What follows belongs to an exercise in optimizing a design on an open flow for small area and a short achievable clock period; a production flow would make more cautious choices. The RTL was checked by simulation tests, not by an equivalence proof against the original design. No activity file was given, so power comes from the tool's default toggle rates.

File: design.v
`timescale 1ns/1ps
module systolic_2x2 #(parameter DATA_TYPE = 3'b011) (
    input clk,
    input rst,
    input load_in,
    input [31:0] row_in_row0, row_in_row1,  
    input [31:0] col_in_col0, col_in_col1,  
    output [63:0] result_row00, result_row01, result_row10, result_row11, 
    output carry_00, carry_01, carry_10, carry_11,
    output reg done,
    output reg valid_op
);
    wire [31:0] pe00_row_out, pe00_col_out;
    wire [31:0] pe01_row_out, pe01_col_out;
    wire [31:0] pe10_row_out, pe10_col_out;
    wire [31:0] pe11_row_out, pe11_col_out;
    wire [64:0] pe00_result, pe01_result, pe10_result, pe11_result;
    pe #(DATA_TYPE) pe00 (
        .clk(clk),
        .rst(rst),
        .load_in(load_in),
        .row_in(row_in_row0),
        .col_in(col_in_col0),
        .row_out(pe00_row_out),
        .col_out(pe00_col_out),
        .pe_result(pe00_result),
        .done_pe(pe00_done)
    );
    pe #(DATA_TYPE) pe01 (
        .clk(clk),
        .rst(rst),
        .load_in(load_in),
        .row_in(pe00_row_out),  
        .col_in(col_in_col1),
        .row_out(pe01_row_out),
        .col_out(pe01_col_out),
        .pe_result(pe01_result),
        .done_pe(pe01_done)
    );
    pe #(DATA_TYPE) pe10 (
        .clk(clk),
        .rst(rst),
        .load_in(load_in),
        .row_in(row_in_row1),
        .col_in(pe00_col_out),  
        .row_out(pe10_row_out),
        .col_out(pe10_col_out),
        .pe_result(pe10_result),
        .done_pe(pe10_done)
    );
    pe #(DATA_TYPE) pe11 (
        .clk(clk),
        .rst(rst),
        .load_in(load_in),
        .row_in(pe10_row_out),  
        .col_in(pe01_col_out),  
        .row_out(pe11_row_out),
        .col_out(pe11_col_out),
        .pe_result(pe11_result),
        .done_pe(pe11_done)
    );
    assign {carry_00, result_row00} = pe00_result;
    assign {carry_01, result_row01} = pe01_result;
    assign {carry_10, result_row10} = pe10_result;
    assign {carry_11, result_row11} = pe11_result;
    reg done00, done01, done10, done11;
    assign all_done = done00 & done01 & done10 & done11;
    always @(posedge clk) begin 
        if(rst) begin
            done <= 0;
        end else begin
            if (all_done & !done) begin
                done <= 1'b1;
            end else begin
                done <= 1'b0;
            end
        end
    end
    always @(posedge clk) begin 
        if(rst) begin
            done00 <= 0;
        end else begin
            if (pe00_done) begin
                done00 <= 1'b1;
            end else if (done) begin
                done00 <= 1'b0;
            end else begin
                done00 <= done00;
            end
        end
    end
       always @(posedge clk) begin 
        if(rst) begin
            done01 <= 0;
        end else begin
            if (pe10_done) begin
                done01 <= 1'b1;
            end else if (done) begin
                done01 <= 1'b0;
            end else begin
                done01 <= done01;
            end
        end
    end
       always @(posedge clk) begin 
        if(rst) begin
            done10 <= 0;
        end else begin
            if (pe10_done) begin
                done10 <= 1'b1;
            end else if (done) begin
                done10 <= 1'b0;
            end else begin
                done10 <= done10;
            end
        end
    end
       always @(posedge clk) begin 
        if(rst) begin
            done11 <= 0;
        end else begin
            if (pe11_done) begin
                done11 <= 1'b1;
            end else if (done) begin
                done11 <= 1'b0;
            end else begin
                done11 <= done11;
            end
        end
    end
      reg [2:0] count;
    always @(posedge clk) begin 
        if(rst) begin
            count <= 0;
            valid_op  <= 0;
        end else begin
            if (pe11_done) begin
                count <= count + 1;
                valid_op  <= 0;
            end else if (count == 3'b100) begin
                valid_op  <= 1'b1;
                count <= 3'b000;
            end else begin
                valid_op  <= 0;
                count <= count;
            end
        end
    end
endmodule
module pe #(parameter DATA_TYPE = 3'b011 )
( 
    input             clk,
    input             rst,
    input             load_in,
    input [31:0]      row_in,  
    input [31:0]      col_in, 
    output reg [31:0] col_out, 
    output reg [31:0] row_out, 
    output reg [64:0] pe_result,
    output reg        done_pe
);
    wire [31:0] a;
    wire [31:0] b;
    wire [63:0] result;
    wire do_mul;
    reg do_mul_reg;
    vedic32x32 inst_vedic32x32 (.clk(clk), .reset(rst), .a(a), .b(b), .start(do_mul), .result(result), .done(done));
    assign do_mul = do_mul_reg;
    reg [31:0] a_in_reg;
    reg [31:0] b_in_reg;
    assign a = a_in_reg;
    assign b = b_in_reg;
    always @(posedge clk) begin 
        if(rst) begin
            a_in_reg <= 0;
            b_in_reg <= 0;
            pe_result <= 0;
            col_out <= 0;
            row_out <= 0;
            do_mul_reg <= 1'b0;
            done_pe  <= 1'b0;
        end else begin
            if (load_in) begin
                a_in_reg   <= row_in;
                b_in_reg   <= col_in;
                do_mul_reg <= 1'b1;
                done_pe    <= 1'b0;
            end else begin
                if(done) begin
                    pe_result <= pe_result + result;
                    done_pe   <= 1'b1;
                    do_mul_reg <= 1'b0;
                    row_out  <= a_in_reg;
                    col_out  <= b_in_reg;
                end else begin
                    pe_result  <= pe_result;
                    done_pe    <= 1'b0;
                    do_mul_reg <= 1'b0;
                end
            end
        end
    end
endmodule
`timescale 1ns / 1ps
module vedic32x32(
    input wire        clk,
    input wire        reset,
    input wire [31:0] a, b,
    input wire        start,
    output reg [63:0] result,
    output reg        done
);
    wire [64:0] result_w;
    wire       result_pad;
    wire [31:0] t1, t2, t3, t6;
    wire [31:0] t1_buff_1, t1_buff_2;
    wire [31:0] t6_buff_1, t6_buff_2;
    wire [34:0] t4, t5;
    wire do_s2, do_s3, do_s4;
    vedic16x16 M4(clk, reset, a[31:16], b[31:16], start, t6, done_s1_1);
    vedic16x16 M3(clk, reset, a[15:0],  b[31:16], start, t3, done_s1_2);
    vedic16x16 M2(clk, reset, a[31:16], b[15:0],  start, t2, done_s1_3);
    vedic16x16 M1(clk, reset, a[15:0],  b[15:0],  start, t1, done_s1_4);
    assign do_s2 = done_s1_1 & done_s1_2 & done_s1_3 & done_s1_4;
    PIPO #(32) B2(clk, reset, t6,                     do_s2, t6_buff_1, done_s2_1);
    adder  #(34) A1(clk, reset, {2'b0, t2}, {2'b0, t3}, do_s2, t4,        done_s2_2);    
    PIPO #(32) B1(clk, reset, t1,                     do_s2, t1_buff_1, done_s2_3);
    assign do_s3 = done_s2_1 & done_s2_2 & done_s2_3;
    PIPO #(32) B3(clk, reset, t6_buff_1,                           do_s3, t6_buff_2, done_s3_1);
    adder  #(34) A2(clk, reset, t4[33:0], {18'b0, t1_buff_1[31:16]}, do_s3, t5,        done_s3_2);
    PIPO #(32) B4(clk, reset, t1_buff_1,                           do_s3, t1_buff_2, done_s3_3);
    assign do_s4 = done_s3_1 & done_s3_2 & done_s3_3;
    adder  #(32) A3(clk, reset, t6_buff_2, {{14'b0}, t5[33:16]}, do_s4,{result_pad, result_w[63:32]}, done_s4_1);
    PIPO #(16) B5(clk, reset, t5[15:0],                        do_s4, result_w [31:16],             done_s4_2);
    PIPO #(16) B6(clk, reset, t1_buff_2[15:0],                 do_s4, result_w [15:0],              done_s4_3);
    always @(posedge clk) begin
        if (reset) begin
            done <= 1'b0;
        end else begin
            result <= result_w;
            done <= done_s4_1 & done_s4_2 & done_s4_3;
        end
    end
endmodule
`timescale 1ns/1ps
module vedic16x16(
    input wire        clk,
    input wire        reset,
    input wire [15:0] a, b,
    input wire        start,
    output reg [31:0] result,
    output reg        done
);
    wire [31:0] result_w;
    wire        result_pad;
    wire [15:0] t1, t2, t3, t6;
    wire [15:0] t1_buff_1, t1_buff_2;
    wire [15:0] t6_buff_1, t6_buff_2;
    wire [18:0] t4, t5;
    wire do_s2, do_s3, do_s4;
    vedic8x8 M4(clk, reset, a[15:8], b[15:8], start, t6, done_s1_1);
    vedic8x8 M3(clk, reset, a[7:0],  b[15:8], start, t3, done_s1_2);
    vedic8x8 M2(clk, reset, a[15:8], b[7:0],  start, t2, done_s1_3);
    vedic8x8 M1(clk, reset, a[7:0],  b[7:0],  start, t1, done_s1_4);
    assign do_s2 = done_s1_1 & done_s1_2 & done_s1_3 & done_s1_4;
    PIPO #(16) B2(clk, reset, t6,                       do_s2, t6_buff_1, done_s2_1);
    adder  #(18) A1(clk, reset, {2'b00, t2}, {2'b00, t3}, do_s2, t4,        done_s2_2);
    PIPO #(16) B1(clk, reset, t1,                       do_s2, t1_buff_1, done_s2_3);
    assign do_s3 = done_s2_1 & done_s2_2 & done_s2_3;
    PIPO #(16) B3(clk, reset, t6_buff_1,                          do_s3, t6_buff_2, done_s3_1);
    adder  #(18) A2(clk, reset, t4[17:0], {10'b0, t1_buff_1[15:8]}, do_s3, t5,        done_s3_2);
    PIPO #(16) B4(clk, reset, t1_buff_1,                          do_s3, t1_buff_2, done_s3_3);
    assign do_s4 = done_s3_1 & done_s3_2 & done_s3_3;
    adder  #(16) A3(clk, reset, t6_buff_2, {6'b000000,t5[17:8]}, do_s4, {result_pad, result_w[31:16]}, done_s4_1);
    PIPO #(8)  B5(clk, reset, t5[7:0],                         do_s4, result_w [15:8],               done_s4_2);
    PIPO #(8)  B6(clk, reset, t1_buff_2[7:0],                  do_s4, result_w [7:0],                done_s4_3);    
    always @(posedge clk) begin
        if (reset) begin
            done <= 1'b0;
        end else begin
            result <= result_w;
            done <= done_s4_1 & done_s4_2 & done_s4_3;
        end
    end
endmodule
`timescale 1ns / 1ps
module vedic8x8(
    input wire        clk,
    input wire        reset,
    input wire [7 :0] a, b,
    input wire        start,
    output reg [15:0] result,   
    output reg        done
);
    wire [15:0] result_w;
    wire        result_pad;
    wire [7:0] t1, t2, t3, t6;
    wire [7:0] t1_buff_1, t1_buff_2;
    wire [7:0] t6_buff_1, t6_buff_2;
    wire [10:0] t4, t5;
    wire do_s2, do_s3, do_s4;
    vedic4x4 M4(clk, reset, a[7:4], b[7:4], start, t6, done_s1_1);    
    vedic4x4 M3(clk, reset, a[3:0], b[7:4], start, t3, done_s1_2);
    vedic4x4 M2(clk, reset, a[7:4], b[3:0], start, t2, done_s1_3);
    vedic4x4 M1(clk, reset, a[3:0], b[3:0], start, t1, done_s1_4);
    assign do_s2 = done_s1_1 & done_s1_2 & done_s1_3 & done_s1_4;
    PIPO #(8)  B2(clk, reset, t6,                       do_s2, t6_buff_1, done_s2_1);
    adder  #(10) A1(clk, reset, {2'b00, t2}, {2'b00, t3}, do_s2, t4,        done_s2_2);
    PIPO #(8)  B1(clk, reset, t1,                       do_s2, t1_buff_1, done_s2_3);
    assign do_s3 = done_s2_1 & done_s2_2 & done_s2_3;
    PIPO #(8)  B3(clk, reset, t6_buff_1,                            do_s3, t6_buff_2, done_s3_1);
    adder  #(10) A2(clk, reset, t4[9:0], {6'b000000, t1_buff_1[7:4]}, do_s3, t5,        done_s3_2);
    PIPO #(8)  B4(clk, reset, t1_buff_1,                            do_s3, t1_buff_2, done_s3_3);
    assign do_s4 = done_s3_1 & done_s3_2 & done_s3_3;
    adder  #(8) A3(clk, reset, t6_buff_2, {2'b00, t5[9:4]}, do_s4, {result_pad, result_w[15:8]}, done_s4_1);
    PIPO #(4) B6(clk, reset, t1_buff_2[3:0],              do_s4, result_w [3:0],               done_s4_2);
    PIPO #(4) B5(clk, reset, t5[3:0],                     do_s4, result_w [7:4],               done_s4_3);
    always @(posedge clk) begin 
        if (reset) begin
            done <= 1'b0;
        end else begin
            result <= result_w;
            done <= done_s4_1 & done_s4_2 & done_s4_3;
        end
    end
endmodule
`timescale 1ns / 1ps
module vedic4x4(
    input wire       clk,
    input wire       reset,
    input wire [3:0] a, b,
    input wire       start,
    output reg [7:0] result,
    output reg       done
);
    wire [7:0] result_w;
    wire       result_pad;
    wire [3:0] t1, t2, t3, t6;
    wire [3:0] t1_buff_1, t1_buff_2;
    wire [3:0] t6_buff_1, t6_buff_2;
    wire [6:0] t4, t5;  	
    wire do_s2, do_s3, do_s4;
    vedic2x2 M4(clk, reset, a[3:2], b[3:2], start, t6, done_s1_1);
    vedic2x2 M3(clk, reset, a[1:0], b[3:2], start, t3, done_s1_2);
    vedic2x2 M2(clk, reset, a[3:2], b[1:0], start, t2, done_s1_3);
    vedic2x2 M1(clk, reset, a[1:0], b[1:0], start, t1, done_s1_4);
    assign do_s2 = done_s1_1 & done_s1_2 & done_s1_3 & done_s1_4;
    PIPO #(4) B2(clk, reset, t6,                       do_s2, t6_buff_1, done_s2_1);
    adder  #(6) A1(clk, reset, {2'b00, t3}, {2'b00, t2}, do_s2, t4       , done_s2_2);
    PIPO #(4) B1(clk, reset, t1,                       do_s2, t1_buff_1, done_s2_3);
    assign do_s3 = done_s2_1 & done_s2_2 & done_s2_3;
    PIPO #(4) B3(clk, reset, t6_buff_1,                          do_s3, t6_buff_2, done_s3_1);
    adder  #(6) A2(clk, reset, t4[5:0], {4'b0000, t1_buff_1[3:2]}, do_s3, t5       , done_s3_2);
    PIPO #(4) B4(clk, reset, t1_buff_1,                          do_s3, t1_buff_2, done_s3_3);
    assign do_s4 = done_s3_1 & done_s3_2 & done_s3_3;
    adder  #(4) A3(clk, reset, t6_buff_2, t5[5:2], do_s4, {result_pad, result_w [7:4]}, done_s4_1);
    PIPO #(2) B5(clk, reset, t5[1:0],            do_s4, result_w [3:2]              , done_s4_2);
    PIPO #(2) B6(clk, reset, t1_buff_2[1:0],     do_s4, result_w [1:0]              , done_s4_3);
    always @(posedge clk) begin 
        if (reset) begin
            done <= 1'b0;
        end else begin
            result <= result_w;
            done <= done_s4_1 & done_s4_2 & done_s4_3;
        end
    end
endmodule
module vedic2x2(
    input wire       clk,
    input wire       reset,
    input wire [1:0] a, b,
    input wire       start,
    output reg [3:0] result,
    output reg       done
);
    wire w0, w1, w2, w3, w4, w5;  
    wire w2_buf_1; 
    wire w5_buf_1; 
    wire do_s2;
    wire [3:0] result_w;
    assign w0 = a[0] & b[1];
    assign w1 = a[1] & b[0];
    assign w2 = a[1] & b[1];
    assign w5 = a[0] & b[0];
    PIPO #(1)B2(clk, reset, w5,     start, w5_buf_1, done_s1_1);
    adder  #(1)H0(clk, reset, w0, w1, start, {w3, w4}, done_s1_2);
    PIPO #(1)B1(clk, reset, w2,     start, w2_buf_1, done_s1_3);
    assign do_s2 = done_s1_1 & done_s1_2 & done_s1_3;
    PIPO #(1)B3(clk, reset, w5_buf_1,     do_s2, result_w[0],   done_s2_1);
    PIPO #(1)B0(clk, reset, w4,           do_s2, result_w[1],   done_s2_2);
    adder  #(1)H1(clk, reset, w2_buf_1, w3, do_s2, result_w[3:2], done_s2_3);
    always @(posedge clk) begin
        if (reset) begin
            done <= 1'b0;
        end else begin
          result <= result_w;
          done <= done_s2_1 & done_s2_2 & done_s2_3;
        end
    end
endmodule
module PIPO #(
    parameter N = 1
) (
    input wire clk,
    input wire reset,
    input wire [N-1:0] d_in,
    input wire start,
    output reg [N-1:0] d_out,
    output reg done
);
    always @(posedge clk) begin
        if (reset) begin
            done <= 1'b0;
        end else if (start) begin
            d_out <= d_in;
            done <= 1'b1;
        end else begin
            done <= 1'b0;
        end
    end
endmodule
module adder #(
    parameter N = 1
) (
    input wire clk,
    input wire reset,
    input wire [N-1:0] a_in, b_in,
    input wire start,
    output reg [N :0] result_out,
    output reg done
);
    always @(posedge clk) begin
        if (reset) begin
            done <= 1'b0;
        end else if (start) begin
            result_out <= a_in + b_in;
            done <= 1'b1;
        end else begin
            done <= 1'b0;
        end
    end
endmodule
File: run.sh
#!/bin/bash
# synth_recipe.tcl (not shown) runs the flow's synth.tcl, then flattens the netlist and writes it again
# the make line also repeats each setting of config.mk as NAME=value (left out here)
make -C /OpenROAD-flow-scripts/flow DESIGN_CONFIG=/design/flow/config.mk WORK_HOME=/design/flow/orfs CLKGATE_MAP_FILE= SYNTH_SCRIPT=/design/flow/synth_recipe.tcl finish
File: config.mk
export PLATFORM = sky130hd
export DESIGN_NAME = systolic_2x2
export DESIGN_NICKNAME = systolic_2x2
export VERILOG_FILES = /design/flow/design.v
export SDC_FILE = /design/flow/constraint.sdc
export NUM_CORES = 8
export LEC_CHECK = 0
export CAP_MARGIN = 20
export CELL_PAD_IN_SITES_DETAIL_PLACEMENT = 1
export CORE_MARGIN = 2
export CORE_UTILIZATION = 35
export PLACE_DENSITY = 0.5
export SLEW_MARGIN = 20
File: constraint.sdc
create_clock -name core_clock -period 5.0 [get_ports {clk}]
set_input_delay 1.0000 -clock core_clock [delete_from_list [all_inputs] [get_ports {clk}]]
set_output_delay 1.0000 -clock core_clock [all_outputs]
set_load 0.01 [all_outputs]
==> results.txt <==
## kinds of logic after synthesis
| group | synth area share (%) |
|---|---|
| and+or+nand+nor | 4.28 |
| adders and majority gates | 8.45 |
| DFF | 79.1 |
| muxes | 0.224 |
| buffers and inverters | 1.83 |
| AOI/OAI and AO/OA | 2.95 |
| xor gates and xnor gates | 3.19 |
## cell type report
type / instances / share of cell area [%]
tap: 46000 / 4.12
antenna: 242 / 0.0434
inverter: 4836 / 1.30
sequential: 32200 / 68.9
timing repair buffer: 1642 / 1.29
clock buffer: 4207 / 6.37
multi-input combinational: 27600 / 16.7
clock inverter: 1911 / 1.26
## cells in the final DEF, fill, tap and decap left out, types with 1122 or more instances in the layout
cell                        synthesis  routed
sky130_fd_sc_hd__inv_1           4836    4834
sky130_fd_sc_hd__xnor2_1         3242    3238
sky130_fd_sc_hd__xor2_1          1189    1188
sky130_fd_sc_hd__edfxtp_1       31500   31500
sky130_fd_sc_hd__a21oi_1         2280    2280
sky130_fd_sc_hd__and2_1          4124    4124
sky130_fd_sc_hd__nor2_1          1345    1344
sky130_fd_sc_hd__a21o_1          1389    1389
sky130_fd_sc_hd__o21ai_0         1124    1122
sky130_fd_sc_hd__nand2_1         1593    1592
sky130_fd_sc_hd__clkbuf_16          0    3418
sky130_fd_sc_hd__ha_1            6570    6570
## report_power, final
group	internal (mW)	leakage, nW	switching [mW]	total (mW)
logic	2.99	152	7.10	10.1
registers	297	307	1.62	299
clock network	140	52.0	103	243
## metrics by stage
stage / hold slack (ns) / instances / area, µm²
after floorplan: 0.400 / 65800 / 1220000
after global placement: 0.400 / 112000 / 1290000
after detailed placement: 0.405 / 112000 / 1290000
after CTS: 0.164 / 118000 / 1390000
after global routing: 0.220 / 118000 / 1390000
final: 0.297 / 119000 / 1390000
## timing repair
action                                  4_1_cts  5_1_grt
endpoints found under the setup margin        1        0
setup buffers                                 0        0
endpoints found under the hold margin       199        0
resized for setup                             1        0
hold buffers                                110        0
## how the worst min path moves through the flow
| stage | from | to | depth (start not counted) |
|---|---|---|---|
| 5_1_grt | row_in_row1[22] | pe10.a_in_reg[22]$_SDFFE_PP0P_ | 3 |
| 3_5_place_dp | pe01.inst_vedic32x32.M4.M4.A2.result_out[0]$_DFFE_PP_ | pe01.inst_vedic32x32.M4.M4.B5.d_out[0]$_DFFE_PP_ | 0 |
| 6_report | pe01.inst_vedic32x32.M3.M4.M3.B1.d_out[0]$_DFFE_PP_ | pe01.inst_vedic32x32.M3.M4.M3.B4.d_out[0]$_DFFE_PP_ | 0 |
| 4_1_cts | row_in_row1[30] | pe10.a_in_reg[30]$_SDFFE_PP0P_ | 3 |
| 3_3_place_gp | pe00.inst_vedic32x32.M4.M2.M1.A3.result_out[1]$_DFFE_PP_ | pe00.inst_vedic32x32.M4.M2.M1.result[5]$_DFFE_PN_ | 0 |
| 2_1_floorplan | pe00.inst_vedic32x32.M1.result[0]$_DFFE_PN_ | pe00.inst_vedic32x32.B1.d_out[0]$_DFFE_PP_ | 0 |
## layer usage
metal	global-route usage, %	share of wire, %	vias to the layer above
li1	-	-	251000
met1	21.5	47	277000
met2	24.5	46	10400
met3	2.01	4.7	3856
met4	3.70	2.5	24
met5	0	0.0056	-
==> impl_metrics.ini <==
[sta]
setup_ws_ns = 0.446
fin_skew_ns = 0.172
fmax_mhz = 220
max-slew-margin-rel_pct = 16.2
final.min_clock_period_ns = 4.55
report.final.slew_viol_count = 0
count_of_final_hold_check_violations = 0
finalSetupTns_ns = 0
worst-slew-pin-transition_ns = 1.26
final_min_period_over_clock_period_pct = 91.1
final_setup_violation_count = 0
rsz_0062_raised_after_global_routing = false

[worst_setup_path]
buf_inv_on_cp = 1
timing.critical_path.depth = 1
cp_slowest_cell = sky130_fd_sc_hd__dlygate4sd2_1
critPathCapture = carry_01
critical_path.startpoint = pe01.pe_result[64]$_SDFFE_PP0P_
crit_family = buffers and inverters
cp_data_required_time_ns = 4.00
reg2reg_from = pe01.inst_vedic32x32.result[1]$_DFFE_PN_
type_of_element_capturing_the_critical_path = primary output
rr_endpoint = pe01.pe_result[63]$_SDFFE_PP0P_
timing_worst_setup_path_type = reg -> out
timing.critical_path.cells = dlygate4sd2_1
crit_path_start_kind = register
reg2regPathDepth = 13
worst_ep_arrival_time_ns = 3.55
delay_of_the_slowest_cell_on_the_worst_path_ns = 0.95
reg2reg_setup_slack_ns = 0.67
timing.critical_path.fanout_max = 3

[cts]
worst_skew_pair.late_latency_ns = 1.71
cts_tree = done
cts_made_buffers = 3369
clock_sink_count = 32200
cts_max_path_buffers = 7
ctsRootBufferMaster = sky130_fd_sc_hd__clkbuf_16
ctsHtreeMaxLevel = 8
cts.reportedPaths.clkPinSlew_ns = 0.06

[power_and_ir_drop]
peakVddDrop_uv = 333
total_leakage_power_nw = 511
design_power_total_mw = 552
power-per-cell-area_nw_per_um2 = 396

[floorplanning]
die_width_mm = 1.87
initial_utilization_pct = 35.1
die_height_mm = 1.87
floorplan.rows = 684
dieArea_um2 = 3490000
pin_count = 393
core_region_area_um2 = 3470000

[final_layout]
regArea_um2 = 961000
num-nets-final = 77400
final.fill_count = 334000
layout-drive-gt1-share_pct = 8.49
post-route-util_pct = 40.2
multiInputGateArea_um2 = 232000
area_growth_syn_to_layout_pct = 14.8

[global_routing]
grt_pass1_vias = 569000
grt_first_pass_wirelength_mm = 3890
largest_net_degree_at_the_start_of_global_routing = 168
antenna_found_initial = 583
grt_util_all_layers_pct = 15.0
gr-total-overflow = 0

[detailed_routing]
via_count = 542000
routed_wirelength_mm = 2690
viasPerCell = 4.57
detail_route.wl_per_cell_um = 22.7
drcViolationCount = 0
postRouteAntennaNets = 0
drt_pass1_iterations = 6
drt_first_iter_violations = 41600

[yosys]
seq_area_frac_synth_pct = 79.1
yosysMostFrequentCell = sky130_fd_sc_hd__edfxtp_1
synth_area_leader_cell = sky130_fd_sc_hd__edfxtp_1
share_of_the_synthesized_area_in_the_top_cell_type_pct = 78.0
synth_common_cells = sky130_fd_sc_hd__edfxtp_1 (31,500), sky130_fd_sc_hd__ha_1 (6,570), sky130_fd_sc_hd__inv_1 (4,836), sky130_fd_sc_hd__and2_1 (4,124), sky130_fd_sc_hd__xnor2_1 (3,242)
synth.top_cells.by_area = sky130_fd_sc_hd__edfxtp_1 (78%), sky130_fd_sc_hd__ha_1 (6.8%), sky130_fd_sc_hd__xnor2_1 (2.3%)
yosys_most_used_dff = sky130_fd_sc_hd__edfxtp_1
ys_async_sr_fraction_pct = 0
postSynthCellCount = 65800
mappedNetlistArea_um2 = 1220000
synth_seq_cells = 32200
yosys_warnings = 86
synth_edf_count = 31500
yosysUniqueCellTypes = 100
syn_nets = 73500
post_synth.cell_area_avg_um2 = 18.5

[worst_hold_path]
hold_path_class = reg -> reg

[placement]
gp_congestion = 0.783
port_buffers = 392
post-place-ws_ns = 0.755
dp_hpwl_mm = 1820

[flow_run]
cap_violations = 0

[status]
status = no timing/DRC/antenna violations

[what the ideal ports hide]
How much do the figures lean on ideal ports? The routed layout below was timed once more, with nothing changed but the port constraints. Step 1 assumes that a clkbuf_16 drives the clock port and a buf_2 every other input. Step 2 adds t to the input delays and takes it off the output delays; t is the mean of the earliest and latest rising clock arrival at the registers after step 1. Input paths then give back, and output paths get back, about the clock's delay inside the block. Slacks: ideal / step 1 / step 2; pairs: ideal / step 1.
t, ns: 1.845
setup WS [ns]: 0.446 / 0.217 / 0.506
worst slew at a driven data input, ns: 0.17
After both steps setup and hold are still met in this run. The setup slack of this run moves by -0.229 ns with the drivers and by +0.060 ns with both steps.
